This is an optimization exercise on Yosys and OpenROAD, whose aim is small area and a short achievable clock period, not a production implementation.
Only simulation tests tie the RTL to the original design; equivalence was not proved.
Power and IR drop assume default switching activity.

$ cat flow/config.mk
export PLATFORM = sky130hd
export DESIGN_NAME = piped_wallace_mult
export DESIGN_NICKNAME = piped_wallace_mult
export VERILOG_FILES = /design/flow/design.v
export SDC_FILE = /design/flow/constraint.sdc
export NUM_CORES = 4
export LEC_CHECK = 0
export ABC_AREA = 1
export CAP_MARGIN = 20
export CORE_MARGIN = 2
export CORE_UTILIZATION = 40
export CTS_CLUSTER_DIAMETER = 150
export CTS_CLUSTER_SIZE = 30
export SETUP_SLACK_MARGIN = 1.0
export SLEW_MARGIN = 20
export SYNTH_HIERARCHICAL = 1
export SYNTH_MINIMUM_KEEP_SIZE = 0
export BUFFER_PORTS_ARGS = -buffer_cell sky130_fd_sc_hd__buf_1
$ cat flow/standard.sh
#!/bin/bash
# synth_recipe.tcl (not shown) runs the flow's synth.tcl, then flattens the netlist and writes it again
# the make line also repeats each setting of config.mk as NAME=value (left out here)
make -C /OpenROAD-flow-scripts/flow DESIGN_CONFIG=/design/flow/config.mk WORK_HOME=/design/flow/orfs CLKGATE_MAP_FILE= SYNTH_SCRIPT=/design/flow/synth_recipe.tcl "${@:-finish}"
$ cat flow/flow/run.sh
#!/bin/bash
# The standard layout (standard.sh, unchanged synthesis), except that the
# port buffers are plain buffers instead of delay cells. Tool output: standard.log
# here and ORFS's own logs under orfs/logs.
set -e
echo 'export BUFFER_PORTS_ARGS = -buffer_cell sky130_fd_sc_hd__buf_1' >> "$FLOW_CONFIG"
bash standard.sh > standard.log 2>&1
$ cat flow/constraint.sdc
create_clock -name core_clock -period 2.8 [get_ports {clock}]
set_input_delay 0.5600 -clock core_clock [delete_from_list [all_inputs] [get_ports {clock}]]
set_output_delay 0.5600 -clock core_clock [all_outputs]
set_load 0.01 [all_outputs]
$ cat flow/design.v
module piped_wallace_mult(
    input wire clock, reset,
    input wire [15:0] x, y,
    output reg [31:0] prod
);
    reg [59:0] r1;
    reg [90:0] r2;
    reg [60:0] r3;
    reg v1, v2, v3;
    wire g1 = x[1] & x[0];
    wire q2 = x[1] ^ x[0];
    wire g3 = x[2] & x[1];
    wire q4 = x[2] ^ x[1];
    wire g5 = x[3] & x[2];
    wire q6 = x[3] ^ x[2];
    wire g7 = x[4] & x[3];
    wire q8 = x[4] ^ x[3];
    wire g9 = x[5] & x[4];
    wire q10 = x[5] ^ x[4];
    wire g11 = x[6] & x[5];
    wire q12 = x[6] ^ x[5];
    wire g13 = x[7] & x[6];
    wire q14 = x[7] ^ x[6];
    wire g15 = x[8] & x[7];
    wire q16 = x[8] ^ x[7];
    wire g17 = x[9] & x[8];
    wire q18 = x[9] ^ x[8];
    wire g19 = x[10] & x[9];
    wire q20 = x[10] ^ x[9];
    wire g21 = x[11] & x[10];
    wire q22 = x[11] ^ x[10];
    wire g23 = x[12] & x[11];
    wire q24 = x[12] ^ x[11];
    wire g25 = x[13] & x[12];
    wire q26 = x[13] ^ x[12];
    wire g27 = x[14] & x[13];
    wire q28 = x[14] ^ x[13];
    wire g29 = x[15] & x[14];
    wire q30 = x[15] ^ x[14];
    wire t31, u32;
    pfx i33 (.gh(g5), .ph(q6), .gl(g3), .pl(q4), .g(t31), .p(u32));
    wire t34, u35;
    pfx i36 (.gh(g9), .ph(q10), .gl(g7), .pl(q8), .g(t34), .p(u35));
    wire t37, u38;
    pfx i39 (.gh(g13), .ph(q14), .gl(g11), .pl(q12), .g(t37), .p(u38));
    wire t40, u41;
    pfx i42 (.gh(g17), .ph(q18), .gl(g15), .pl(q16), .g(t40), .p(u41));
    wire t43, u44;
    pfx i45 (.gh(g21), .ph(q22), .gl(g19), .pl(q20), .g(t43), .p(u44));
    wire t46, u47;
    pfx i48 (.gh(g25), .ph(q26), .gl(g23), .pl(q24), .g(t46), .p(u47));
    wire t49, u50;
    pfx i51 (.gh(g29), .ph(q30), .gl(g27), .pl(q28), .g(t49), .p(u50));
    wire t52;
    pfx_g i53 (.gh(g3), .ph(q4), .gl(g1), .g(t52));
    wire t54;
    pfx_g i55 (.gh(t31), .ph(u32), .gl(g1), .g(t54));
    wire t56, u57;
    pfx i58 (.gh(g11), .ph(q12), .gl(t34), .pl(u35), .g(t56), .p(u57));
    wire t59, u60;
    pfx i61 (.gh(t37), .ph(u38), .gl(t34), .pl(u35), .g(t59), .p(u60));
    wire t62, u63;
    pfx i64 (.gh(g19), .ph(q20), .gl(t40), .pl(u41), .g(t62), .p(u63));
    wire t65, u66;
    pfx i67 (.gh(t43), .ph(u44), .gl(t40), .pl(u41), .g(t65), .p(u66));
    wire t68, u69;
    pfx i70 (.gh(g27), .ph(q28), .gl(t46), .pl(u47), .g(t68), .p(u69));
    wire t71, u72;
    pfx i73 (.gh(t49), .ph(u50), .gl(t46), .pl(u47), .g(t71), .p(u72));
    wire t74;
    pfx_g i75 (.gh(g7), .ph(q8), .gl(t54), .g(t74));
    wire t76;
    pfx_g i77 (.gh(t34), .ph(u35), .gl(t54), .g(t76));
    wire t78;
    pfx_g i79 (.gh(t56), .ph(u57), .gl(t54), .g(t78));
    wire t80;
    pfx_g i81 (.gh(t59), .ph(u60), .gl(t54), .g(t80));
    wire t82, u83;
    pfx i84 (.gh(g23), .ph(q24), .gl(t65), .pl(u66), .g(t82), .p(u83));
    wire t85, u86;
    pfx i87 (.gh(t46), .ph(u47), .gl(t65), .pl(u66), .g(t85), .p(u86));
    wire t88, u89;
    pfx i90 (.gh(t68), .ph(u69), .gl(t65), .pl(u66), .g(t88), .p(u89));
    wire t91, u92;
    pfx i93 (.gh(t71), .ph(u72), .gl(t65), .pl(u66), .g(t91), .p(u92));
    wire t94;
    pfx_g i95 (.gh(g15), .ph(q16), .gl(t80), .g(t94));
    wire t96;
    pfx_g i97 (.gh(t40), .ph(u41), .gl(t80), .g(t96));
    wire t98;
    pfx_g i99 (.gh(t62), .ph(u63), .gl(t80), .g(t98));
    wire t100;
    pfx_g i101 (.gh(t65), .ph(u66), .gl(t80), .g(t100));
    wire t102;
    pfx_g i103 (.gh(t82), .ph(u83), .gl(t80), .g(t102));
    wire t104;
    pfx_g i105 (.gh(t85), .ph(u86), .gl(t80), .g(t104));
    wire t106;
    pfx_g i107 (.gh(t88), .ph(u89), .gl(t80), .g(t106));
    wire t108;
    pfx_g i109 (.gh(t91), .ph(u92), .gl(t80), .g(t108));
    wire t110 = x[15] & t108;
    wire z111 = q4 ^ g1;
    wire z112 = q6 ^ t52;
    wire z113 = q8 ^ t54;
    wire z114 = q10 ^ t74;
    wire z115 = q12 ^ t76;
    wire z116 = q14 ^ t78;
    wire z117 = q16 ^ t80;
    wire z118 = q18 ^ t94;
    wire z119 = q20 ^ t96;
    wire z120 = q22 ^ t98;
    wire z121 = q24 ^ t100;
    wire z122 = q26 ^ t102;
    wire z123 = q28 ^ t104;
    wire z124 = q30 ^ t106;
    wire z125 = x[15] ^ t108;
    wire p126 = ((r1[33] & r1[0]) | (r1[35] & r1[0])) ^ r1[37];
    wire p127 = ((r1[33] & r1[1]) | (r1[34] & r1[0]) | (r1[35] & r1[16])) ^ r1[37];
    wire p128 = ((r1[33] & r1[2]) | (r1[34] & r1[1]) | (r1[35] & r1[17]) | (r1[36] & r1[0])) ^ r1[37];
    wire p129 = ((r1[33] & r1[3]) | (r1[34] & r1[2]) | (r1[35] & r1[18]) | (r1[36] & r1[1])) ^ r1[37];
    wire p130 = ((r1[33] & r1[4]) | (r1[34] & r1[3]) | (r1[35] & r1[19]) | (r1[36] & r1[2])) ^ r1[37];
    wire p131 = ((r1[33] & r1[5]) | (r1[34] & r1[4]) | (r1[35] & r1[20]) | (r1[36] & r1[3])) ^ r1[37];
    wire p132 = ((r1[33] & r1[6]) | (r1[34] & r1[5]) | (r1[35] & r1[21]) | (r1[36] & r1[4])) ^ r1[37];
    wire p133 = ((r1[33] & r1[7]) | (r1[34] & r1[6]) | (r1[35] & r1[22]) | (r1[36] & r1[5])) ^ r1[37];
    wire p134 = ((r1[33] & r1[8]) | (r1[34] & r1[7]) | (r1[35] & r1[23]) | (r1[36] & r1[6])) ^ r1[37];
    wire p135 = ((r1[33] & r1[9]) | (r1[34] & r1[8]) | (r1[35] & r1[24]) | (r1[36] & r1[7])) ^ r1[37];
    wire p136 = ((r1[33] & r1[10]) | (r1[34] & r1[9]) | (r1[35] & r1[25]) | (r1[36] & r1[8])) ^ r1[37];
    wire p137 = ((r1[33] & r1[11]) | (r1[34] & r1[10]) | (r1[35] & r1[26]) | (r1[36] & r1[9])) ^ r1[37];
    wire p138 = ((r1[33] & r1[12]) | (r1[34] & r1[11]) | (r1[35] & r1[27]) | (r1[36] & r1[10])) ^ r1[37];
    wire p139 = ((r1[33] & r1[13]) | (r1[34] & r1[12]) | (r1[35] & r1[28]) | (r1[36] & r1[11])) ^ r1[37];
    wire p140 = ((r1[33] & r1[14]) | (r1[34] & r1[13]) | (r1[35] & r1[29]) | (r1[36] & r1[12])) ^ r1[37];
    wire p141 = ((r1[33] & r1[15]) | (r1[34] & r1[14]) | (r1[35] & r1[30]) | (r1[36] & r1[13])) ^ r1[37];
    wire p142 = ((r1[34] & r1[15]) | (r1[35] & r1[31]) | (r1[36] & r1[14])) ^ r1[37];
    wire p143 = ((r1[35] & r1[32]) | (r1[36] & r1[15])) ^ r1[37];
    wire p144 = ((r1[38] & r1[0]) | (r1[40] & r1[0])) ^ r1[42];
    wire p145 = ((r1[38] & r1[1]) | (r1[39] & r1[0]) | (r1[40] & r1[16])) ^ r1[42];
    wire p146 = ((r1[38] & r1[2]) | (r1[39] & r1[1]) | (r1[40] & r1[17]) | (r1[41] & r1[0])) ^ r1[42];
    wire p147 = ((r1[38] & r1[3]) | (r1[39] & r1[2]) | (r1[40] & r1[18]) | (r1[41] & r1[1])) ^ r1[42];
    wire p148 = ((r1[38] & r1[4]) | (r1[39] & r1[3]) | (r1[40] & r1[19]) | (r1[41] & r1[2])) ^ r1[42];
    wire p149 = ((r1[38] & r1[5]) | (r1[39] & r1[4]) | (r1[40] & r1[20]) | (r1[41] & r1[3])) ^ r1[42];
    wire p150 = ((r1[38] & r1[6]) | (r1[39] & r1[5]) | (r1[40] & r1[21]) | (r1[41] & r1[4])) ^ r1[42];
    wire p151 = ((r1[38] & r1[7]) | (r1[39] & r1[6]) | (r1[40] & r1[22]) | (r1[41] & r1[5])) ^ r1[42];
    wire p152 = ((r1[38] & r1[8]) | (r1[39] & r1[7]) | (r1[40] & r1[23]) | (r1[41] & r1[6])) ^ r1[42];
    wire p153 = ((r1[38] & r1[9]) | (r1[39] & r1[8]) | (r1[40] & r1[24]) | (r1[41] & r1[7])) ^ r1[42];
    wire p154 = ((r1[38] & r1[10]) | (r1[39] & r1[9]) | (r1[40] & r1[25]) | (r1[41] & r1[8])) ^ r1[42];
    wire p155 = ((r1[38] & r1[11]) | (r1[39] & r1[10]) | (r1[40] & r1[26]) | (r1[41] & r1[9])) ^ r1[42];
    wire p156 = ((r1[38] & r1[12]) | (r1[39] & r1[11]) | (r1[40] & r1[27]) | (r1[41] & r1[10])) ^ r1[42];
    wire p157 = ((r1[38] & r1[13]) | (r1[39] & r1[12]) | (r1[40] & r1[28]) | (r1[41] & r1[11])) ^ r1[42];
    wire p158 = ((r1[38] & r1[14]) | (r1[39] & r1[13]) | (r1[40] & r1[29]) | (r1[41] & r1[12])) ^ r1[42];
    wire p159 = ((r1[38] & r1[15]) | (r1[39] & r1[14]) | (r1[40] & r1[30]) | (r1[41] & r1[13])) ^ r1[42];
    wire p160 = ((r1[39] & r1[15]) | (r1[40] & r1[31]) | (r1[41] & r1[14])) ^ r1[42];
    wire p161 = ((r1[40] & r1[32]) | (r1[41] & r1[15])) ^ r1[42];
    wire p162 = ((r1[43] & r1[0]) | (r1[45] & r1[0])) ^ r1[47];
    wire p163 = ((r1[43] & r1[1]) | (r1[44] & r1[0]) | (r1[45] & r1[16])) ^ r1[47];
    wire p164 = ((r1[43] & r1[2]) | (r1[44] & r1[1]) | (r1[45] & r1[17]) | (r1[46] & r1[0])) ^ r1[47];
    wire p165 = ((r1[43] & r1[3]) | (r1[44] & r1[2]) | (r1[45] & r1[18]) | (r1[46] & r1[1])) ^ r1[47];
    wire p166 = ((r1[43] & r1[4]) | (r1[44] & r1[3]) | (r1[45] & r1[19]) | (r1[46] & r1[2])) ^ r1[47];
    wire p167 = ((r1[43] & r1[5]) | (r1[44] & r1[4]) | (r1[45] & r1[20]) | (r1[46] & r1[3])) ^ r1[47];
    wire p168 = ((r1[43] & r1[6]) | (r1[44] & r1[5]) | (r1[45] & r1[21]) | (r1[46] & r1[4])) ^ r1[47];
    wire p169 = ((r1[43] & r1[7]) | (r1[44] & r1[6]) | (r1[45] & r1[22]) | (r1[46] & r1[5])) ^ r1[47];
    wire p170 = ((r1[43] & r1[8]) | (r1[44] & r1[7]) | (r1[45] & r1[23]) | (r1[46] & r1[6])) ^ r1[47];
    wire p171 = ((r1[43] & r1[9]) | (r1[44] & r1[8]) | (r1[45] & r1[24]) | (r1[46] & r1[7])) ^ r1[47];
    wire p172 = ((r1[43] & r1[10]) | (r1[44] & r1[9]) | (r1[45] & r1[25]) | (r1[46] & r1[8])) ^ r1[47];
    wire p173 = ((r1[43] & r1[11]) | (r1[44] & r1[10]) | (r1[45] & r1[26]) | (r1[46] & r1[9])) ^ r1[47];
    wire p174 = ((r1[43] & r1[12]) | (r1[44] & r1[11]) | (r1[45] & r1[27]) | (r1[46] & r1[10])) ^ r1[47];
    wire p175 = ((r1[43] & r1[13]) | (r1[44] & r1[12]) | (r1[45] & r1[28]) | (r1[46] & r1[11])) ^ r1[47];
    wire p176 = ((r1[43] & r1[14]) | (r1[44] & r1[13]) | (r1[45] & r1[29]) | (r1[46] & r1[12])) ^ r1[47];
    wire p177 = ((r1[43] & r1[15]) | (r1[44] & r1[14]) | (r1[45] & r1[30]) | (r1[46] & r1[13])) ^ r1[47];
    wire p178 = ((r1[44] & r1[15]) | (r1[45] & r1[31]) | (r1[46] & r1[14])) ^ r1[47];
    wire p179 = ((r1[45] & r1[32]) | (r1[46] & r1[15])) ^ r1[47];
    wire p180 = ((r1[48] & r1[0]) | (r1[50] & r1[0])) ^ r1[52];
    wire p181 = ((r1[48] & r1[1]) | (r1[49] & r1[0]) | (r1[50] & r1[16])) ^ r1[52];
    wire p182 = ((r1[48] & r1[2]) | (r1[49] & r1[1]) | (r1[50] & r1[17]) | (r1[51] & r1[0])) ^ r1[52];
    wire p183 = ((r1[48] & r1[3]) | (r1[49] & r1[2]) | (r1[50] & r1[18]) | (r1[51] & r1[1])) ^ r1[52];
    wire p184 = ((r1[48] & r1[4]) | (r1[49] & r1[3]) | (r1[50] & r1[19]) | (r1[51] & r1[2])) ^ r1[52];
    wire p185 = ((r1[48] & r1[5]) | (r1[49] & r1[4]) | (r1[50] & r1[20]) | (r1[51] & r1[3])) ^ r1[52];
    wire p186 = ((r1[48] & r1[6]) | (r1[49] & r1[5]) | (r1[50] & r1[21]) | (r1[51] & r1[4])) ^ r1[52];
    wire p187 = ((r1[48] & r1[7]) | (r1[49] & r1[6]) | (r1[50] & r1[22]) | (r1[51] & r1[5])) ^ r1[52];
    wire p188 = ((r1[48] & r1[8]) | (r1[49] & r1[7]) | (r1[50] & r1[23]) | (r1[51] & r1[6])) ^ r1[52];
    wire p189 = ((r1[48] & r1[9]) | (r1[49] & r1[8]) | (r1[50] & r1[24]) | (r1[51] & r1[7])) ^ r1[52];
    wire p190 = ((r1[48] & r1[10]) | (r1[49] & r1[9]) | (r1[50] & r1[25]) | (r1[51] & r1[8])) ^ r1[52];
    wire p191 = ((r1[48] & r1[11]) | (r1[49] & r1[10]) | (r1[50] & r1[26]) | (r1[51] & r1[9])) ^ r1[52];
    wire p192 = ((r1[48] & r1[12]) | (r1[49] & r1[11]) | (r1[50] & r1[27]) | (r1[51] & r1[10])) ^ r1[52];
    wire p193 = ((r1[48] & r1[13]) | (r1[49] & r1[12]) | (r1[50] & r1[28]) | (r1[51] & r1[11])) ^ r1[52];
    wire p194 = ((r1[48] & r1[14]) | (r1[49] & r1[13]) | (r1[50] & r1[29]) | (r1[51] & r1[12])) ^ r1[52];
    wire p195 = ((r1[48] & r1[15]) | (r1[49] & r1[14]) | (r1[50] & r1[30]) | (r1[51] & r1[13])) ^ r1[52];
    wire p196 = ((r1[49] & r1[15]) | (r1[50] & r1[31]) | (r1[51] & r1[14])) ^ r1[52];
    wire p197 = ((r1[50] & r1[32]) | (r1[51] & r1[15])) ^ r1[52];
    wire p198 = ((r1[53] & r1[0]) | (r1[55] & r1[0])) ^ r1[57];
    wire p199 = ((r1[53] & r1[1]) | (r1[54] & r1[0]) | (r1[55] & r1[16])) ^ r1[57];
    wire p200 = ((r1[53] & r1[2]) | (r1[54] & r1[1]) | (r1[55] & r1[17]) | (r1[56] & r1[0])) ^ r1[57];
    wire p201 = ((r1[53] & r1[3]) | (r1[54] & r1[2]) | (r1[55] & r1[18]) | (r1[56] & r1[1])) ^ r1[57];
    wire p202 = ((r1[53] & r1[4]) | (r1[54] & r1[3]) | (r1[55] & r1[19]) | (r1[56] & r1[2])) ^ r1[57];
    wire p203 = ((r1[53] & r1[5]) | (r1[54] & r1[4]) | (r1[55] & r1[20]) | (r1[56] & r1[3])) ^ r1[57];
    wire p204 = ((r1[53] & r1[6]) | (r1[54] & r1[5]) | (r1[55] & r1[21]) | (r1[56] & r1[4])) ^ r1[57];
    wire p205 = ((r1[53] & r1[7]) | (r1[54] & r1[6]) | (r1[55] & r1[22]) | (r1[56] & r1[5])) ^ r1[57];
    wire p206 = ((r1[53] & r1[8]) | (r1[54] & r1[7]) | (r1[55] & r1[23]) | (r1[56] & r1[6])) ^ r1[57];
    wire p207 = ((r1[53] & r1[9]) | (r1[54] & r1[8]) | (r1[55] & r1[24]) | (r1[56] & r1[7])) ^ r1[57];
    wire p208 = ((r1[53] & r1[10]) | (r1[54] & r1[9]) | (r1[55] & r1[25]) | (r1[56] & r1[8])) ^ r1[57];
    wire p209 = ((r1[53] & r1[11]) | (r1[54] & r1[10]) | (r1[55] & r1[26]) | (r1[56] & r1[9])) ^ r1[57];
    wire p210 = ((r1[53] & r1[12]) | (r1[54] & r1[11]) | (r1[55] & r1[27]) | (r1[56] & r1[10])) ^ r1[57];
    wire p211 = ((r1[53] & r1[13]) | (r1[54] & r1[12]) | (r1[55] & r1[28]) | (r1[56] & r1[11])) ^ r1[57];
    wire p212 = ((r1[53] & r1[14]) | (r1[54] & r1[13]) | (r1[55] & r1[29]) | (r1[56] & r1[12])) ^ r1[57];
    wire p213 = ((r1[53] & r1[15]) | (r1[54] & r1[14]) | (r1[55] & r1[30]) | (r1[56] & r1[13])) ^ r1[57];
    wire p214 = ((r1[54] & r1[15]) | (r1[55] & r1[31]) | (r1[56] & r1[14])) ^ r1[57];
    wire p215 = ((r1[55] & r1[32]) | (r1[56] & r1[15])) ^ r1[57];
    wire p216 = (r1[58] & r1[0]);
    wire p217 = (r1[58] & r1[1]) | (r1[59] & r1[0]);
    wire p218 = (r1[58] & r1[2]) | (r1[59] & r1[1]);
    wire p219 = (r1[58] & r1[3]) | (r1[59] & r1[2]);
    wire p220 = (r1[58] & r1[4]) | (r1[59] & r1[3]);
    wire p221 = (r1[58] & r1[5]) | (r1[59] & r1[4]);
    wire p222 = (r1[58] & r1[6]) | (r1[59] & r1[5]);
    wire p223 = (r1[58] & r1[7]) | (r1[59] & r1[6]);
    wire p224 = (r1[58] & r1[8]) | (r1[59] & r1[7]);
    wire p225 = (r1[58] & r1[9]) | (r1[59] & r1[8]);
    wire p226 = (r1[58] & r1[10]) | (r1[59] & r1[9]);
    wire p227 = (r1[58] & r1[11]) | (r1[59] & r1[10]);
    wire p228 = (r1[58] & r1[12]) | (r1[59] & r1[11]);
    wire p229 = (r1[58] & r1[13]) | (r1[59] & r1[12]);
    wire p230 = (r1[58] & r1[14]) | (r1[59] & r1[13]);
    wire p231 = (r1[58] & r1[15]) | (r1[59] & r1[14]);
    wire p232 = (r1[59] & r1[15]);
    wire p233 = ~r1[37];
    wire p234 = ~r1[42];
    wire p235 = ~r1[47];
    wire p236 = ~r1[52];
    wire p237 = ~r1[57];
    wire s238 = p129 ^ p144 ^ r1[42];
    wire c239 = (p129 & p144) | (p129 & r1[42]) | (p144 & r1[42]);
    wire s240 = p132 ^ p147 ^ p162;
    wire c241 = (p132 & p147) | (p132 & p162) | (p147 & p162);
    wire s242 = p133 ^ p148 ^ p163;
    wire c243 = (p133 & p148) | (p133 & p163) | (p148 & p163);
    wire s244 = p134 ^ p149 ^ p164;
    wire c245 = (p134 & p149) | (p134 & p164) | (p149 & p164);
    wire s246 = p135 ^ p150 ^ p165;
    wire c247 = (p135 & p150) | (p135 & p165) | (p150 & p165);
    wire s248 = p136 ^ p151 ^ p166;
    wire c249 = (p136 & p151) | (p136 & p166) | (p151 & p166);
    wire s250 = p137 ^ p152 ^ p167;
    wire c251 = (p137 & p152) | (p137 & p167) | (p152 & p167);
    wire s252 = p138 ^ p153 ^ p168;
    wire c253 = (p138 & p153) | (p138 & p168) | (p153 & p168);
    wire s254 = p183 ^ p198 ^ r1[57];
    wire c255 = (p183 & p198) | (p183 & r1[57]) | (p198 & r1[57]);
    wire s256 = p139 ^ p154 ^ p169;
    wire c257 = (p139 & p154) | (p139 & p169) | (p154 & p169);
    wire s258 = p184 ^ p199;
    wire c259 = p184 & p199;
    wire s260 = p140 ^ p155 ^ p170;
    wire c261 = (p140 & p155) | (p140 & p170) | (p155 & p170);
    wire s262 = p185 ^ p200;
    wire c263 = p185 & p200;
    wire s264 = p141 ^ p156 ^ p171;
    wire c265 = (p141 & p156) | (p141 & p171) | (p156 & p171);
    wire s266 = p186 ^ p201 ^ p216;
    wire c267 = (p186 & p201) | (p186 & p216) | (p201 & p216);
    wire s268 = p142 ^ p157 ^ p172;
    wire c269 = (p142 & p157) | (p142 & p172) | (p157 & p172);
    wire s270 = p187 ^ p202 ^ p217;
    wire c271 = (p187 & p202) | (p187 & p217) | (p202 & p217);
    wire s272 = p143 ^ p158 ^ p173;
    wire c273 = (p143 & p158) | (p143 & p173) | (p158 & p173);
    wire s274 = p188 ^ p203 ^ p218;
    wire c275 = (p188 & p203) | (p188 & p218) | (p203 & p218);
    wire s276 = p159 ^ p174 ^ p189;
    wire c277 = (p159 & p174) | (p159 & p189) | (p174 & p189);
    wire s278 = p204 ^ p219 ^ r1[37];
    wire c279 = (p204 & p219) | (p204 & r1[37]) | (p219 & r1[37]);
    wire s280 = p160 ^ p175 ^ p190;
    wire c281 = (p160 & p175) | (p160 & p190) | (p175 & p190);
    wire s282 = p205 ^ p220 ^ r1[37];
    wire c283 = (p205 & p220) | (p205 & r1[37]) | (p220 & r1[37]);
    wire s284 = p161 ^ p176 ^ p191;
    wire c285 = (p161 & p176) | (p161 & p191) | (p176 & p191);
    wire s286 = p206 ^ p221 ^ r1[37];
    wire c287 = (p206 & p221) | (p206 & r1[37]) | (p221 & r1[37]);
    wire s288 = p177 ^ p192 ^ p207;
    wire c289 = (p177 & p192) | (p177 & p207) | (p192 & p207);
    wire s290 = p222 ^ p233 ^ p234;
    wire c291 = (p222 & p233) | (p222 & p234) | (p233 & p234);
    wire s292 = p178 ^ p193 ^ p208;
    wire c293 = (p178 & p193) | (p178 & p208) | (p193 & p208);
    wire s294 = p223 ^ 1'b1;
    wire c295 = p223 & 1'b1;
    wire s296 = p179 ^ p194 ^ p209;
    wire c297 = (p179 & p194) | (p179 & p209) | (p194 & p209);
    wire s298 = p224 ^ 1'b1;
    wire c299 = p224 & 1'b1;
    wire s300 = p195 ^ p210 ^ p225;
    wire c301 = (p195 & p210) | (p195 & p225) | (p210 & p225);
    wire s302 = p196 ^ p211 ^ p226;
    wire c303 = (p196 & p211) | (p196 & p226) | (p211 & p226);
    wire s304 = p197 ^ p212 ^ p227;
    wire c305 = (p197 & p212) | (p197 & p227) | (p212 & p227);
    wire s306 = p213 ^ p228 ^ p236;
    wire c307 = (p213 & p228) | (p213 & p236) | (p228 & p236);
    wire s308 = p214 ^ p229 ^ 1'b1;
    wire c309 = (p214 & p229) | (p214 & 1'b1) | (p229 & 1'b1);
    wire s310 = p215 ^ p230 ^ 1'b1;
    wire c311 = (p215 & p230) | (p215 & 1'b1) | (p230 & 1'b1);
    wire s312 = r2[16] ^ r2[17];
    wire c313 = r2[16] & r2[17];
    wire s314 = r2[20] ^ r2[21];
    wire c315 = r2[20] & r2[21];
    wire s316 = r2[23] ^ r2[24];
    wire c317 = r2[23] & r2[24];
    wire s318 = r2[26] ^ r2[27];
    wire c319 = r2[26] & r2[27];
    wire s320 = r2[29] ^ r2[30] ^ r2[31];
    wire c321 = (r2[29] & r2[30]) | (r2[29] & r2[31]) | (r2[30] & r2[31]);
    wire s322 = r2[33] ^ r2[34] ^ r2[35];
    wire c323 = (r2[33] & r2[34]) | (r2[33] & r2[35]) | (r2[34] & r2[35]);
    wire s324 = r2[37] ^ r2[38] ^ r2[39];
    wire c325 = (r2[37] & r2[38]) | (r2[37] & r2[39]) | (r2[38] & r2[39]);
    wire s326 = r2[41] ^ r2[42] ^ r2[43];
    wire c327 = (r2[41] & r2[42]) | (r2[41] & r2[43]) | (r2[42] & r2[43]);
    wire s328 = r2[45] ^ r2[46] ^ r2[47];
    wire c329 = (r2[45] & r2[46]) | (r2[45] & r2[47]) | (r2[46] & r2[47]);
    wire s330 = r2[49] ^ r2[50] ^ r2[51];
    wire c331 = (r2[49] & r2[50]) | (r2[49] & r2[51]) | (r2[50] & r2[51]);
    wire s332 = r2[53] ^ r2[54] ^ r2[55];
    wire c333 = (r2[53] & r2[54]) | (r2[53] & r2[55]) | (r2[54] & r2[55]);
    wire s334 = r2[57] ^ r2[58] ^ r2[59];
    wire c335 = (r2[57] & r2[58]) | (r2[57] & r2[59]) | (r2[58] & r2[59]);
    wire s336 = r2[61] ^ r2[62] ^ r2[63];
    wire c337 = (r2[61] & r2[62]) | (r2[61] & r2[63]) | (r2[62] & r2[63]);
    wire s338 = r2[65] ^ r2[66] ^ r2[67];
    wire c339 = (r2[65] & r2[66]) | (r2[65] & r2[67]) | (r2[66] & r2[67]);
    wire s340 = r2[69] ^ r2[70] ^ r2[71];
    wire c341 = (r2[69] & r2[70]) | (r2[69] & r2[71]) | (r2[70] & r2[71]);
    wire s342 = r2[73] ^ r2[74] ^ r2[75];
    wire c343 = (r2[73] & r2[74]) | (r2[73] & r2[75]) | (r2[74] & r2[75]);
    wire s344 = r2[77] ^ r2[78];
    wire c345 = r2[77] & r2[78];
    wire s346 = r2[79] ^ r2[80];
    wire c347 = r2[79] & r2[80];
    wire s348 = r2[5] ^ r2[6];
    wire c349 = r2[5] & r2[6];
    wire s350 = r2[8] ^ r2[9];
    wire c351 = r2[8] & r2[9];
    wire s352 = r2[10] ^ r2[11];
    wire c353 = r2[10] & r2[11];
    wire s354 = r2[12] ^ r2[13];
    wire c355 = r2[12] & r2[13];
    wire s356 = r2[14] ^ r2[15];
    wire c357 = r2[14] & r2[15];
    wire s358 = s312 ^ r2[18] ^ r2[19];
    wire c359 = (s312 & r2[18]) | (s312 & r2[19]) | (r2[18] & r2[19]);
    wire s360 = c313 ^ s314 ^ r2[22];
    wire c361 = (c313 & s314) | (c313 & r2[22]) | (s314 & r2[22]);
    wire s362 = c315 ^ s316 ^ r2[25];
    wire c363 = (c315 & s316) | (c315 & r2[25]) | (s316 & r2[25]);
    wire s364 = c317 ^ s318 ^ r2[28];
    wire c365 = (c317 & s318) | (c317 & r2[28]) | (s318 & r2[28]);
    wire s366 = c319 ^ s320 ^ r2[32];
    wire c367 = (c319 & s320) | (c319 & r2[32]) | (s320 & r2[32]);
    wire s368 = c321 ^ s322 ^ r2[36];
    wire c369 = (c321 & s322) | (c321 & r2[36]) | (s322 & r2[36]);
    wire s370 = c323 ^ s324 ^ r2[40];
    wire c371 = (c323 & s324) | (c323 & r2[40]) | (s324 & r2[40]);
    wire s372 = c325 ^ s326 ^ r2[44];
    wire c373 = (c325 & s326) | (c325 & r2[44]) | (s326 & r2[44]);
    wire s374 = c327 ^ s328 ^ r2[48];
    wire c375 = (c327 & s328) | (c327 & r2[48]) | (s328 & r2[48]);
    wire s376 = c329 ^ s330 ^ r2[52];
    wire c377 = (c329 & s330) | (c329 & r2[52]) | (s330 & r2[52]);
    wire s378 = c331 ^ s332 ^ r2[56];
    wire c379 = (c331 & s332) | (c331 & r2[56]) | (s332 & r2[56]);
    wire s380 = c333 ^ s334 ^ r2[60];
    wire c381 = (c333 & s334) | (c333 & r2[60]) | (s334 & r2[60]);
    wire s382 = c335 ^ s336 ^ r2[64];
    wire c383 = (c335 & s336) | (c335 & r2[64]) | (s336 & r2[64]);
    wire s384 = c337 ^ s338 ^ r2[68];
    wire c385 = (c337 & s338) | (c337 & r2[68]) | (s338 & r2[68]);
    wire s386 = c339 ^ s340 ^ r2[72];
    wire c387 = (c339 & s340) | (c339 & r2[72]) | (s340 & r2[72]);
    wire s388 = c341 ^ s342 ^ r2[76];
    wire c389 = (c341 & s342) | (c341 & r2[76]) | (s342 & r2[76]);
    wire s390 = c343 ^ s344 ^ 1'b1;
    wire c391 = (c343 & s344) | (c343 & 1'b1) | (s344 & 1'b1);
    wire s392 = c345 ^ s346 ^ 1'b1;
    wire c393 = (c345 & s346) | (c345 & 1'b1) | (s346 & 1'b1);
    wire s394 = c347 ^ r2[81] ^ r2[82];
    wire c395 = (c347 & r2[81]) | (c347 & r2[82]) | (r2[81] & r2[82]);
    wire s396 = r2[83] ^ r2[84];
    wire c397 = r2[83] & r2[84];
    wire s398 = r2[85] ^ r2[86];
    wire c399 = r2[85] & r2[86];
    wire s400 = r2[87] ^ r2[88] ^ r2[89];
    wire c401 = (r2[87] & r2[88]) | (r2[87] & r2[89]) | (r2[88] & r2[89]);
    wire s402 = r2[90] ^ 1'b1;
    wire c403 = r2[90] & 1'b1;
    wire t404 = r3[2] & r3[0];
    wire u405 = r3[4] & r3[3];
    wire t406, u407;
    pfx i408 (.gh(r3[7]), .ph(r3[8]), .gl(r3[5]), .pl(r3[6]), .g(t406), .p(u407));
    wire t409, u410;
    pfx i411 (.gh(r3[11]), .ph(r3[12]), .gl(r3[9]), .pl(r3[10]), .g(t409), .p(u410));
    wire t412, u413;
    pfx i414 (.gh(r3[15]), .ph(r3[16]), .gl(r3[13]), .pl(r3[14]), .g(t412), .p(u413));
    wire t415, u416;
    pfx i417 (.gh(r3[19]), .ph(r3[20]), .gl(r3[17]), .pl(r3[18]), .g(t415), .p(u416));
    wire t418, u419;
    pfx i420 (.gh(r3[23]), .ph(r3[24]), .gl(r3[21]), .pl(r3[22]), .g(t418), .p(u419));
    wire t421, u422;
    pfx i423 (.gh(r3[27]), .ph(r3[28]), .gl(r3[25]), .pl(r3[26]), .g(t421), .p(u422));
    wire t424, u425;
    pfx i426 (.gh(r3[31]), .ph(r3[32]), .gl(r3[29]), .pl(r3[30]), .g(t424), .p(u425));
    wire t427, u428;
    pfx i429 (.gh(r3[35]), .ph(r3[36]), .gl(r3[33]), .pl(r3[34]), .g(t427), .p(u428));
    wire t430, u431;
    pfx i432 (.gh(r3[39]), .ph(r3[40]), .gl(r3[37]), .pl(r3[38]), .g(t430), .p(u431));
    wire t433, u434;
    pfx i435 (.gh(r3[43]), .ph(r3[44]), .gl(r3[41]), .pl(r3[42]), .g(t433), .p(u434));
    wire t436, u437;
    pfx i438 (.gh(r3[47]), .ph(r3[48]), .gl(r3[45]), .pl(r3[46]), .g(t436), .p(u437));
    wire t439, u440;
    pfx i441 (.gh(r3[51]), .ph(r3[52]), .gl(r3[49]), .pl(r3[50]), .g(t439), .p(u440));
    wire t442, u443;
    pfx i444 (.gh(r3[55]), .ph(r3[56]), .gl(r3[53]), .pl(r3[54]), .g(t442), .p(u443));
    wire t445 = r3[3] & t404;
    wire t446 = u405 & t404;
    wire t447, u448;
    pfx i449 (.gh(r3[9]), .ph(r3[10]), .gl(t406), .pl(u407), .g(t447), .p(u448));
    wire t450, u451;
    pfx i452 (.gh(t409), .ph(u410), .gl(t406), .pl(u407), .g(t450), .p(u451));
    wire t453, u454;
    pfx i455 (.gh(r3[17]), .ph(r3[18]), .gl(t412), .pl(u413), .g(t453), .p(u454));
    wire t456, u457;
    pfx i458 (.gh(t415), .ph(u416), .gl(t412), .pl(u413), .g(t456), .p(u457));
    wire t459, u460;
    pfx i461 (.gh(r3[25]), .ph(r3[26]), .gl(t418), .pl(u419), .g(t459), .p(u460));
    wire t462, u463;
    pfx i464 (.gh(t421), .ph(u422), .gl(t418), .pl(u419), .g(t462), .p(u463));
    wire t465, u466;
    pfx i467 (.gh(r3[33]), .ph(r3[34]), .gl(t424), .pl(u425), .g(t465), .p(u466));
    wire t468, u469;
    pfx i470 (.gh(t427), .ph(u428), .gl(t424), .pl(u425), .g(t468), .p(u469));
    wire t471, u472;
    pfx i473 (.gh(r3[41]), .ph(r3[42]), .gl(t430), .pl(u431), .g(t471), .p(u472));
    wire t474, u475;
    pfx i476 (.gh(t433), .ph(u434), .gl(t430), .pl(u431), .g(t474), .p(u475));
    wire t477, u478;
    pfx i479 (.gh(r3[49]), .ph(r3[50]), .gl(t436), .pl(u437), .g(t477), .p(u478));
    wire t480, u481;
    pfx i482 (.gh(t439), .ph(u440), .gl(t436), .pl(u437), .g(t480), .p(u481));
    wire t483, u484;
    pfx i485 (.gh(r3[57]), .ph(r3[58]), .gl(t442), .pl(u443), .g(t483), .p(u484));
    wire t486;
    pfx_g i487 (.gh(r3[5]), .ph(r3[6]), .gl(t446), .g(t486));
    wire t488;
    pfx_g i489 (.gh(t406), .ph(u407), .gl(t446), .g(t488));
    wire t490;
    pfx_g i491 (.gh(t447), .ph(u448), .gl(t446), .g(t490));
    wire t492;
    pfx_g i493 (.gh(t450), .ph(u451), .gl(t446), .g(t492));
    wire t494, u495;
    pfx i496 (.gh(r3[21]), .ph(r3[22]), .gl(t456), .pl(u457), .g(t494), .p(u495));
    wire t497, u498;
    pfx i499 (.gh(t418), .ph(u419), .gl(t456), .pl(u457), .g(t497), .p(u498));
    wire t500, u501;
    pfx i502 (.gh(t459), .ph(u460), .gl(t456), .pl(u457), .g(t500), .p(u501));
    wire t503, u504;
    pfx i505 (.gh(t462), .ph(u463), .gl(t456), .pl(u457), .g(t503), .p(u504));
    wire t506, u507;
    pfx i508 (.gh(r3[37]), .ph(r3[38]), .gl(t468), .pl(u469), .g(t506), .p(u507));
    wire t509, u510;
    pfx i511 (.gh(t430), .ph(u431), .gl(t468), .pl(u469), .g(t509), .p(u510));
    wire t512, u513;
    pfx i514 (.gh(t471), .ph(u472), .gl(t468), .pl(u469), .g(t512), .p(u513));
    wire t515, u516;
    pfx i517 (.gh(t474), .ph(u475), .gl(t468), .pl(u469), .g(t515), .p(u516));
    wire t518, u519;
    pfx i520 (.gh(r3[53]), .ph(r3[54]), .gl(t480), .pl(u481), .g(t518), .p(u519));
    wire t521, u522;
    pfx i523 (.gh(t442), .ph(u443), .gl(t480), .pl(u481), .g(t521), .p(u522));
    wire t524, u525;
    pfx i526 (.gh(t483), .ph(u484), .gl(t480), .pl(u481), .g(t524), .p(u525));
    wire t527;
    pfx_g i528 (.gh(r3[13]), .ph(r3[14]), .gl(t492), .g(t527));
    wire t529;
    pfx_g i530 (.gh(t412), .ph(u413), .gl(t492), .g(t529));
    wire t531;
    pfx_g i532 (.gh(t453), .ph(u454), .gl(t492), .g(t531));
    wire t533;
    pfx_g i534 (.gh(t456), .ph(u457), .gl(t492), .g(t533));
    wire t535;
    pfx_g i536 (.gh(t494), .ph(u495), .gl(t492), .g(t535));
    wire t537;
    pfx_g i538 (.gh(t497), .ph(u498), .gl(t492), .g(t537));
    wire t539;
    pfx_g i540 (.gh(t500), .ph(u501), .gl(t492), .g(t539));
    wire t541;
    pfx_g i542 (.gh(t503), .ph(u504), .gl(t492), .g(t541));
    wire t543, u544;
    pfx i545 (.gh(r3[45]), .ph(r3[46]), .gl(t515), .pl(u516), .g(t543), .p(u544));
    wire t546, u547;
    pfx i548 (.gh(t436), .ph(u437), .gl(t515), .pl(u516), .g(t546), .p(u547));
    wire t549, u550;
    pfx i551 (.gh(t477), .ph(u478), .gl(t515), .pl(u516), .g(t549), .p(u550));
    wire t552, u553;
    pfx i554 (.gh(t480), .ph(u481), .gl(t515), .pl(u516), .g(t552), .p(u553));
    wire t555, u556;
    pfx i557 (.gh(t518), .ph(u519), .gl(t515), .pl(u516), .g(t555), .p(u556));
    wire t558, u559;
    pfx i560 (.gh(t521), .ph(u522), .gl(t515), .pl(u516), .g(t558), .p(u559));
    wire t561, u562;
    pfx i563 (.gh(t524), .ph(u525), .gl(t515), .pl(u516), .g(t561), .p(u562));
    wire t564;
    pfx_g i565 (.gh(r3[29]), .ph(r3[30]), .gl(t541), .g(t564));
    wire t566;
    pfx_g i567 (.gh(t424), .ph(u425), .gl(t541), .g(t566));
    wire t568;
    pfx_g i569 (.gh(t465), .ph(u466), .gl(t541), .g(t568));
    wire t570;
    pfx_g i571 (.gh(t468), .ph(u469), .gl(t541), .g(t570));
    wire t572;
    pfx_g i573 (.gh(t506), .ph(u507), .gl(t541), .g(t572));
    wire t574;
    pfx_g i575 (.gh(t509), .ph(u510), .gl(t541), .g(t574));
    wire t576;
    pfx_g i577 (.gh(t512), .ph(u513), .gl(t541), .g(t576));
    wire t578;
    pfx_g i579 (.gh(t515), .ph(u516), .gl(t541), .g(t578));
    wire t580;
    pfx_g i581 (.gh(t543), .ph(u544), .gl(t541), .g(t580));
    wire t582;
    pfx_g i583 (.gh(t546), .ph(u547), .gl(t541), .g(t582));
    wire t584;
    pfx_g i585 (.gh(t549), .ph(u550), .gl(t541), .g(t584));
    wire t586;
    pfx_g i587 (.gh(t552), .ph(u553), .gl(t541), .g(t586));
    wire t588;
    pfx_g i589 (.gh(t555), .ph(u556), .gl(t541), .g(t588));
    wire t590;
    pfx_g i591 (.gh(t558), .ph(u559), .gl(t541), .g(t590));
    wire t592;
    pfx_g i593 (.gh(t561), .ph(u562), .gl(t541), .g(t592));
    wire z594 = r3[2] ^ r3[0];
    wire z595 = r3[3] ^ t404;
    wire z596 = r3[4] ^ t445;
    wire z597 = r3[6] ^ t446;
    wire z598 = r3[8] ^ t486;
    wire z599 = r3[10] ^ t488;
    wire z600 = r3[12] ^ t490;
    wire z601 = r3[14] ^ t492;
    wire z602 = r3[16] ^ t527;
    wire z603 = r3[18] ^ t529;
    wire z604 = r3[20] ^ t531;
    wire z605 = r3[22] ^ t533;
    wire z606 = r3[24] ^ t535;
    wire z607 = r3[26] ^ t537;
    wire z608 = r3[28] ^ t539;
    wire z609 = r3[30] ^ t541;
    wire z610 = r3[32] ^ t564;
    wire z611 = r3[34] ^ t566;
    wire z612 = r3[36] ^ t568;
    wire z613 = r3[38] ^ t570;
    wire z614 = r3[40] ^ t572;
    wire z615 = r3[42] ^ t574;
    wire z616 = r3[44] ^ t576;
    wire z617 = r3[46] ^ t578;
    wire z618 = r3[48] ^ t580;
    wire z619 = r3[50] ^ t582;
    wire z620 = r3[52] ^ t584;
    wire z621 = r3[54] ^ t586;
    wire z622 = r3[56] ^ t588;
    wire z623 = r3[58] ^ t590;
    wire z624 = r3[60] ^ t592;
    wire [31:0] result = {z624, z623, z622, z621, z620, z619, z618, z617, z616, z615, z614, z613, z612, z611, z610, z609, z608, z607, z606, z605, z604, z603, z602, z601, z600, z599, z598, z597, z596, z595, z594, r3[1]};
    always @(posedge clock) begin
        r1 <= {(y[14] & y[15]), (y[14] & ~y[15]) | (~y[14] & y[15]), y[14], (y[11] & y[12] & y[13] & ~y[14]) | (~y[11] & ~y[12] & ~y[13] & y[14]), (y[11] & ~y[12] & y[13] & ~y[14]) | (~y[11] & y[12] & y[13] & ~y[14]) | (y[11] & ~y[12] & ~y[13] & y[14]) | (~y[11] & y[12] & ~y[13] & y[14]), (y[11] & y[12] & ~y[13] & ~y[14]) | (~y[11] & ~y[12] & y[13] & ~y[14]) | (y[11] & y[12] & ~y[13] & y[14]) | (~y[11] & ~y[12] & y[13] & y[14]), (y[11] & ~y[12] & ~y[13] & ~y[14]) | (~y[11] & y[12] & ~y[13] & ~y[14]) | (y[11] & ~y[12] & y[13] & y[14]) | (~y[11] & y[12] & y[13] & y[14]), y[11], (y[8] & y[9] & y[10] & ~y[11]) | (~y[8] & ~y[9] & ~y[10] & y[11]), (y[8] & ~y[9] & y[10] & ~y[11]) | (~y[8] & y[9] & y[10] & ~y[11]) | (y[8] & ~y[9] & ~y[10] & y[11]) | (~y[8] & y[9] & ~y[10] & y[11]), (y[8] & y[9] & ~y[10] & ~y[11]) | (~y[8] & ~y[9] & y[10] & ~y[11]) | (y[8] & y[9] & ~y[10] & y[11]) | (~y[8] & ~y[9] & y[10] & y[11]), (y[8] & ~y[9] & ~y[10] & ~y[11]) | (~y[8] & y[9] & ~y[10] & ~y[11]) | (y[8] & ~y[9] & y[10] & y[11]) | (~y[8] & y[9] & y[10] & y[11]), y[8], (y[5] & y[6] & y[7] & ~y[8]) | (~y[5] & ~y[6] & ~y[7] & y[8]), (y[5] & ~y[6] & y[7] & ~y[8]) | (~y[5] & y[6] & y[7] & ~y[8]) | (y[5] & ~y[6] & ~y[7] & y[8]) | (~y[5] & y[6] & ~y[7] & y[8]), (y[5] & y[6] & ~y[7] & ~y[8]) | (~y[5] & ~y[6] & y[7] & ~y[8]) | (y[5] & y[6] & ~y[7] & y[8]) | (~y[5] & ~y[6] & y[7] & y[8]), (y[5] & ~y[6] & ~y[7] & ~y[8]) | (~y[5] & y[6] & ~y[7] & ~y[8]) | (y[5] & ~y[6] & y[7] & y[8]) | (~y[5] & y[6] & y[7] & y[8]), y[5], (y[2] & y[3] & y[4] & ~y[5]) | (~y[2] & ~y[3] & ~y[4] & y[5]), (y[2] & ~y[3] & y[4] & ~y[5]) | (~y[2] & y[3] & y[4] & ~y[5]) | (y[2] & ~y[3] & ~y[4] & y[5]) | (~y[2] & y[3] & ~y[4] & y[5]), (y[2] & y[3] & ~y[4] & ~y[5]) | (~y[2] & ~y[3] & y[4] & ~y[5]) | (y[2] & y[3] & ~y[4] & y[5]) | (~y[2] & ~y[3] & y[4] & y[5]), (y[2] & ~y[3] & ~y[4] & ~y[5]) | (~y[2] & y[3] & ~y[4] & ~y[5]) | (y[2] & ~y[3] & y[4] & y[5]) | (~y[2] & y[3] & y[4] & y[5]), y[2], (~y[0] & ~y[1] & y[2]), (y[0] & y[1] & ~y[2]) | (y[0] & ~y[1] & y[2]), (~y[0] & y[1] & ~y[2]) | (~y[0] & y[1] & y[2]), (y[0] & ~y[1] & ~y[2]) | (y[0] & y[1] & y[2]), t110, z125, z124, z123, z122, z121, z120, z119, z118, z117, z116, z115, z114, z113, z112, z111, q2, x[15], x[14], x[13], x[12], x[11], x[10], x[9], x[8], x[7], x[6], x[5], x[4], x[3], x[2], x[1], x[0]};
        r2 <= {p232, p237, p231, c311, s310, c309, s308, c307, s306, c305, s304, c303, s302, c301, p235, s300, c299, c297, s298, s296, c295, c293, s294, s292, c291, c289, s290, s288, c287, c285, s286, s284, c283, c281, s282, s280, c279, c277, s278, s276, c275, c273, s274, s272, c271, c269, s270, s268, c267, c265, s266, s264, c263, c261, s262, s260, c259, c257, s258, s256, c255, c253, s254, s252, c251, p182, s250, c249, p181, s248, c247, r1[52], p180, s246, c245, s244, c243, s242, c241, r1[47], s240, p146, p131, p145, p130, c239, s238, p128, p127, r1[37], p126};
        r3 <= {c401 ^ s402, c401 & s402, c399 ^ s400, c399 & s400, c397 ^ s398, c397 & s398, c395 ^ s396, c395 & s396, c393 ^ s394, c393 & s394, c391 ^ s392, c391 & s392, c389 ^ s390, c389 & s390, c387 ^ s388, c387 & s388, c385 ^ s386, c385 & s386, c383 ^ s384, c383 & s384, c381 ^ s382, c381 & s382, c379 ^ s380, c379 & s380, c377 ^ s378, c377 & s378, c375 ^ s376, c375 & s376, c373 ^ s374, c373 & s374, c371 ^ s372, c371 & s372, c369 ^ s370, c369 & s370, c367 ^ s368, c367 & s368, c365 ^ s366, c365 & s366, c363 ^ s364, c363 & s364, c361 ^ s362, c361 & s362, c359 ^ s360, c359 & s360, c357 ^ s358, c357 & s358, c355 ^ s356, c355 & s356, c353 ^ s354, c353 & s354, c351 ^ s352, c351 & s352, c349 ^ s350, c349 & s350, s348 ^ r2[7], s348 & r2[7], r2[4], r2[3], r2[2], r2[0] ^ r2[1], r2[0] & r2[1]};
    end
    always @(posedge clock or posedge reset)
        if (reset) begin
            v1 <= 1'b0; v2 <= 1'b0; v3 <= 1'b0; prod <= 32'd0;
        end else begin
            v1 <= 1'b1; v2 <= v1; v3 <= v2;
            prod <= v3 ? result : 32'd0;
        end
endmodule
module pfx(input wire gh, ph, gl, pl, output wire g, p);
    assign g = gh | (ph & gl);
    assign p = ph & pl;
endmodule
module pfx_g(input wire gh, ph, gl, output wire g);
    assign g = gh | (ph & gl);
endmodule
==> notes.md, run 1 <==
total internal power=7.315 mW; Max Root-Sink Buffers=3; total number of vias=~10000; Worst-Margin Slew=997.1 ps; Synth Area per Inst=7.848 sq um; Synth cell types=22; hpwl dp=around 26000 um; Clock Power Share=16.9%; clock root buffer=clkbuf_16; Relative slew margins=33.53%; Seq cells post-synth=246; Layout fillers=3319; endpoints failing setup=0; Max Slew Vio Count=0; DRC=0; Arrival @ worst endpoint=2190 ps; routability cong.=around 1.0; row count=66; grt ovf=0; drt first-iter violations=846; WL/cell=15.66 um; Mapped Nets=1827; Most Frequent Cell on Critical Path=fa_1; initial antenna violation count=0; htree depth=1; PD cells=roughly 830 mW/mm^2; clk slew on worst S/H paths=110 ps; Hold Fails Final Rpt=0; sequential cell area=0.005171 sq mm; Critical Path Source Type=register; fin crit period=1796 ps; switch share=38.33%; Synth Instances=1668; Mapped Area=0.01309 sq mm; Final Skew=~37 ps; Peak VDD IR=~430 uV; cell type with the largest total area after synthesis=dfxtp_1; First-pass DRT Iterations=5; CP max stage cell=fa_1; kind of end point of the critical path=register; Die Y=184.9 um; share of cells above drive strength 1=8.261%; commonest cells after routing, fill and taps aside=nand2_1 (510), inv_1 (273), dfxtp_1 (176); setup_tns=0 ps; largest net degree at the start of global routing=36; vias in the first global route=9654; Post-CTS Hold Fix Bufs=0; RSZ-0062 raised after global routing=true; nets=1886; outcome=timing/DRC/antenna clean; critical path type=reg2reg; number of clock sinks=246; diode count=0; Vias/cell=between 4 and 5; Synth area leaders=dfxtp_1 (32%), nand2_1 (15%), fa_1 (9.0%); first-pass GRT wire length=between 50000 and 60000 um; leak pwr=7.249 nW; Starting Density=40.44%; chip width=184.9 um; most common cell after layout, fill and taps aside=nand2_1; CTS tree=done; CP Cell Sequence=inv_2 -> fa_1 -> inv_1 -> fa_1 -> ha_1; register area share after synthesis=slightly below 40%; Detail Route Antenna Nets=0; Area Overhead vs Synth=9.405%; Num CTS Buffers=12; worst stage delay on the critical path=550 ps; WL final=between 30000 and 40000 um; YS warnings=7; Die Area=0.03419 sq mm; Max Fclk=around 560 MHz; Core ar.=between 0.03 and 0.04 sq mm; Cell Count, Final, Fillers Out=2173; Tcrit/Tclk final=64.15%; area of the multi-input gates=0.006490 sq mm; GRT Overall Usage=20.59%; PortBufs=65; Ports=66; Crit path required time=3190 ps; CP max FO=1; switching pwr=4.547 mW; Comb pwr share=38.3%; Hold Crit Class=in2async; sequential power share=44.8%; placed cells=around 2100; share of the synthesized area in the top cell type=32.27%; max cap viols=0; Clock Latency Late Sink=500 ps
## critical path: cells and delay by family (launching register included)
family / cells / cell delay, ps
adder cells (fa/ha/maj): 3 / 1260
flip-flops: 1 / 340
buffers and inverters: 2 / 90
## kinds of logic after synthesis
kind of cell	Yosys count	share of synthesized area [%]
simple gates	617	17.82
buf+inv	359	12.06
flops	246	38.96
compound gates	218	8.975
fa+ha+maj	125	15.33
xor+xnor	102	6.825
other cells	1	0.02865
## state kept, by name, indices dropped and copies added, names as in the netlist
signal / flops
r1: 60
prod: 32
v1: 1
r2: 91
v3: 1
v2: 1
r3: 60
## cell type report
class                   count  share of cell area [%]
repair inverters            1                 0.05242
repair buffers             99                   3.766
clock buffers              17                   2.376
well taps                 442                   3.862
clock inverters             1                  0.2097
flip-flops and latches    246                   36.11
multi-input cells        1064                   45.32
inverters                 303                   8.309
## layer usage
layer	global-route usage [%]	part of all wire [%]	up-vias	wire, um
li1	-	-	5102	-
met1	28.75	47	4431	15840
met2	33.11	43	333	14770
met3	3.008	7.3	53	2470
met4	6.032	2.8	0	951
met5	0	0	-	0
## final timing paths
path	startpoint	end	slack [ps]	cells past startpoint
max reg2reg	r2[75]	r3[46]	1000	5
max in group asynchronous	reset	prod[2]	2330	3
min reg2reg	r2[2]	r3[2]	340	0
max	r2[75]	r3[46]	1000	5
min in group core_clock	x[0]	r1[0]	180	1
min	reset	prod[18]	130	3
## power groups by stage
stage / logic (mW) / registers [mW] / clock network [mW]
after global routing: 5.50 / 5.44 / 2.20
after global placement: 4.27 / 5.37 / 0
after detailed placement: 4.37 / 5.38 / 0
after CTS: 4.44 / 5.31 / 2.08
final: 4.54 / 5.31 / 2.01
after floorplan: 3.13 / 5.24 / 0
## cell usage after synthesis (all sizes together)
master	n
nand2	518
inv	303
dfxtp	211
o21ai	164
xor2	100
nor2	86
ha	66
fa	59
buf	54
a21oi	35
dfrtp	35
o22ai	19
nand3	13
clkbuf	2
xnor2	2
conb	1
## stage by stage
stage,power (mW),setup WS [ps],hold slack [ps],utilization (%),area [sq um]
detailed placement,9.751,648.5,314.3,42.03,13610
CTS,11.83,992.9,140.9,43.52,14090
finish,11.86,1004,133.4,44.24,14320
global placement,9.644,649.7,314.3,42.03,13610
floorplan,8.373,1013,309.6,-,13090
global route,13.14,944.8,165.9,44.24,14320
## repair_timing
item,in CTS,in global routing
pin swaps,7,9
setup endpoints to repair,74,51
resized for setup,46,64
cloned,1,1
setup buffers,2,11
## Yosys stat by module (local to each module, per instance)
module / copies in the design / cells / flops+latches / cell area (sq um)
pfx_g: 41 / 3 / 0 / 11.26
pfx: 61 / 5 / 0 / 18.77
piped_wallace_mult: 1 / 1240 / 246 / 11480
==> run 2: changes to the inputs <==
--- a/flow/config.mk
+++ b/flow/config.mk
@@ -7,3 +7,2 @@
 export LEC_CHECK = 0
-export ABC_AREA = 1
 export CAP_MARGIN = 20
==> run 2 against run 1 <==
Final area decreased by 3.0%. Largest power group unchanged. Maximum frequency increased by 0.74%. Sequential share of layout area increased by 1.2 points. Combinational power increased by 8.4%. Largest cell class unchanged. Die area decreased by 2.2%. Clock skew decreased by 8.4 ps. Global-route usage decreased by 4.8 points. Final cell count decreased by 29%. Register-to-register slack about the same. First-iteration DRC count decreased by 33%. Non-clock buffer count increased by 15.
==> notes.md, run 2 <==
outcome=timing/DRC/antenna clean; Layout fillers=2969; CP bufs+invs=2; Tcrit/Tclk final=63.68%; Mapped Area=0.01280 sq mm; vias in the first global route=between 8000 and 9000; First-pass DRT Iterations=6; Core ar.=approximately 0.032 sq mm; diode count=0; Worst-Margin Slew=728.5 ps; DRC=0; Placed Area=roughly 0.013 sq mm; first-pass GRT wire length=43260 um; CP max FO=1; met2 WL post-DR=11530 um; Vias/cell=5.098; Max Fclk=560.9 MHz; chip width=182.9 um; WP depth=5; most common cell in the netlist=dfxtp_1; nets=between 1000 and 1500; Area Overhead vs Synth=8.525%; cell type with the largest total area after synthesis=dfxtp_1; kind of end point of the critical path=register; Num CTS Buffers=12; row count=65; Ports=66; Die Area=0.03344 sq mm; PD cells=between 800 and 900 mW/mm^2; critical path type=reg2reg; Synth Instances=1088; htree depth=1; CP max stage cell=fa_1; Max Root-Sink Buffers=3; Arrival @ worst endpoint=2180 ps; Peak VDD IR=a little under 400 uV; FFs w/ async S/R, synth=14.23%; Mapped Nets=1247; Detail Route Antenna Nets=0; Relative slew margins=a little over 50%; hpwl dp=19450 um; CP Cell Sequence=fa_1 -> inv_2 -> fa_1 -> inv_1 -> ha_1; Post-synth EDFFs=0; Max Used Layer=met4; Starting Density=between 40% and 50%; share of the synthesized area in the top cell type=33.01%; crit path from=r2[29]; WL final=between 20000 and 30000 um; Clock Latency Late Sink=roughly 500 ps; max cap viols=0; Seq cells post-synth=roughly 250; Synth area leaders=dfxtp_1 (33%), fa_1 (9.2%), a221oi_2 (8.0%); share of cells above drive strength 1=around 16%; synth cell count leaders=dfxtp_1 (211), a21o_1 (102), xnor2_1 (97); crit-path leading delay family=adder cells; WL/cell=between 15 and 20 um; initial antenna violation count=0; routability cong.=0.8655; met1 WL=around 13000 um; leak pwr=6.286 nW; endpoints failing setup=0; Crit path required time=3190 ps; clock root buffer=clkbuf_16; Die Y=182.9 um; register area share after synthesis=about 40%; Max Slew Vio Count=0; Synth Area per Inst=between 10 and 15 sq um; Final Skew=~29 ps; Final Core Density=44.01%; RSZ-0062 raised after global routing=true; commonest cells after routing, fill and taps aside=dfxtp_1 (176), a21o_1 (98), xnor2_1 (97); number of clock sinks=246; PortBufs=65; area of the multi-input gates=0.006979 sq mm; YS warnings=7; drt first-iter violations=563; grt ovf=0; wire length on met3=1324 um; total number of vias=7826; cell area after layout=0.01389 sq mm; Critical Path Source Type=register; GRT Overall Usage=approximately 16%; setup_tns=0 ps; CTS tree=done; Hold Crit Class=in2async; reg2reg start=r2[29]; largest net degree at the start of global routing=33; fin crit period=1783 ps; Hold Fails Final Rpt=0; number of flip-flops under the largest register name=91; Most Frequent Cell on Critical Path=fa_1; clk slew on worst S/H paths=~110 ps; Synth cell types=34; Top reg by flops=r2; dominant synthesized flop cell=dfxtp_1; sequential cell area=about 0.0052 sq mm; worst r2r path cells=5; most common cell after layout, fill and taps aside=dfxtp_1; top flop regs=r2: 91 flops, r1: 60 flops, r3: 60 flops; worst stage delay on the critical path=540 ps
[run 2: cell count changes after synthesis, moves of 76 or more]
cell / previous run / this run
nand2_1: 518 / 14
inv_1: 287 / 64
o21ai_0: 113 / 7
a21o_1: 0 / 102
and2_1: 0 / 95
xnor2_1: 2 / 97
a22o_1: 0 / 80
nor2_1: 86 / 10
[run 2: path summary, 6_finish.rpt]
kind | endpoint | slack (ps)
max | r3[24] | 1020
min | prod[18] | 70
max reg2reg | r3[24] | 1020
min reg2reg | r3[2] | 350
max in group asynchronous | prod[7] | 2080
min in group core_clock | r1[13] | 210
[run 2: per-module statistics from Yosys (local to each module, per instance)]
| module | copies in the design | flops+latches | area, sq um |
|---|---|---|---|
| piped_wallace_mult | 1 | 246 | 11650 |
| pfx_g | 41 | 0 | 7.507 |
| pfx | 61 | 0 | 13.76 |
[run 2: worst reg2reg max path: cells and delay by family (launching register included)]
| family | cells | cell delay (ps) |
|---|---|---|
| buf+inv | 2 | 80 |
| flops | 1 | 340 |
| fa+ha+maj | 3 | 1270 |
[run 2: logic make-up (layout without fill, tap and decap cells)]
kind of cell / Yosys count / count (layout) / synth area share (%)
compound gates: 285 / 286 / 21.53
xor+xnor: 141 / 141 / 9.865
fa+ha+maj: 125 / 125 / 15.68
buf+inv: 152 / 196 / 6.580
flops: 246 / 246 / 39.85
other cells: 1 / 1 / 0.02930
simple gates: 138 / 138 / 6.463
[run 2: report_power, final]
group / internal [mW] / switching [mW] / leakage [nW]
clock: 0.875 / 1.09 / 0.175
combinational: 2.48 / 2.44 / 3.88
sequential: 4.66 / 0.722 / 2.23
[run 2: what timing repair did]
item / in CTS / in global routing
setup endpoints to repair: 72 / 40
setup buffers: 3 / 6
hold buffers: 0 / 0
gates resized for setup: 36 / 26
hold endpoints to repair: 0 / 0
pin swaps: 11 / 12
gates cloned: 1 / 0
[run 2: per-layer routing]
metal	vias up	track usage, %
met5	-	0
met1	3719	22.50
met2	210	25.73
li1	3870	-
met3	27	2.264
met4	0	3.104
[run 2: area by class of cell]
cell class,instances,share of cell area [%]
Clock inverter,1,0.2162
Timing Repair Buffer,114,4.423
Clock buffer,16,2.423
Inverter,65,1.757
Tap cell,402,3.622
Multi-Input combinational cell,691,50.25
Sequential cell,246,37.31
[run 2: through the flow]
step                power [mW]  worst slack [ps]  std cells  hold slack, ps
global route             13.46             932.7       1535           125.2
CTS                      12.46              1001       1529           75.38
detailed placement       10.30             488.9       1508           314.3
finish                   12.27              1017       1535           68.83
floorplan                8.957             868.7       1088           309.6
global placement         10.25             527.0       1508           317.8

[separate check: timing with driven ports]
The flow's constraints put no driver on any port. The routed layouts listed below were extracted and timed again, unchanged, in two steps.
Step 1 assumes that a clkbuf_16 drives the clock port and a buf_2 every other input.
Step 2 also shifts input and output timing later by t, the mid clock arrival at the registers, as if the neighbouring blocks saw the same clock.
Slacks: no drivers / after step 1 / after step 2; pairs: no drivers / after step 1.
| run | t (ns) | setup slack, ns | worst setup path at the end | pins driven straight from the clock port |
|---|---|---|---|---|
| run 1 | 0.534 | 1.004 / 1.004 / 0.711 | input to register | 1 |
| run 2 | 0.518 | 1.017 / 1.017 / 0.594 | input to register | 1 |
After both steps every run listed still meets setup and hold. The setup slack of run 2, which loses most, moves by 0.000 ns with the drivers and by -0.423 ns with both steps.
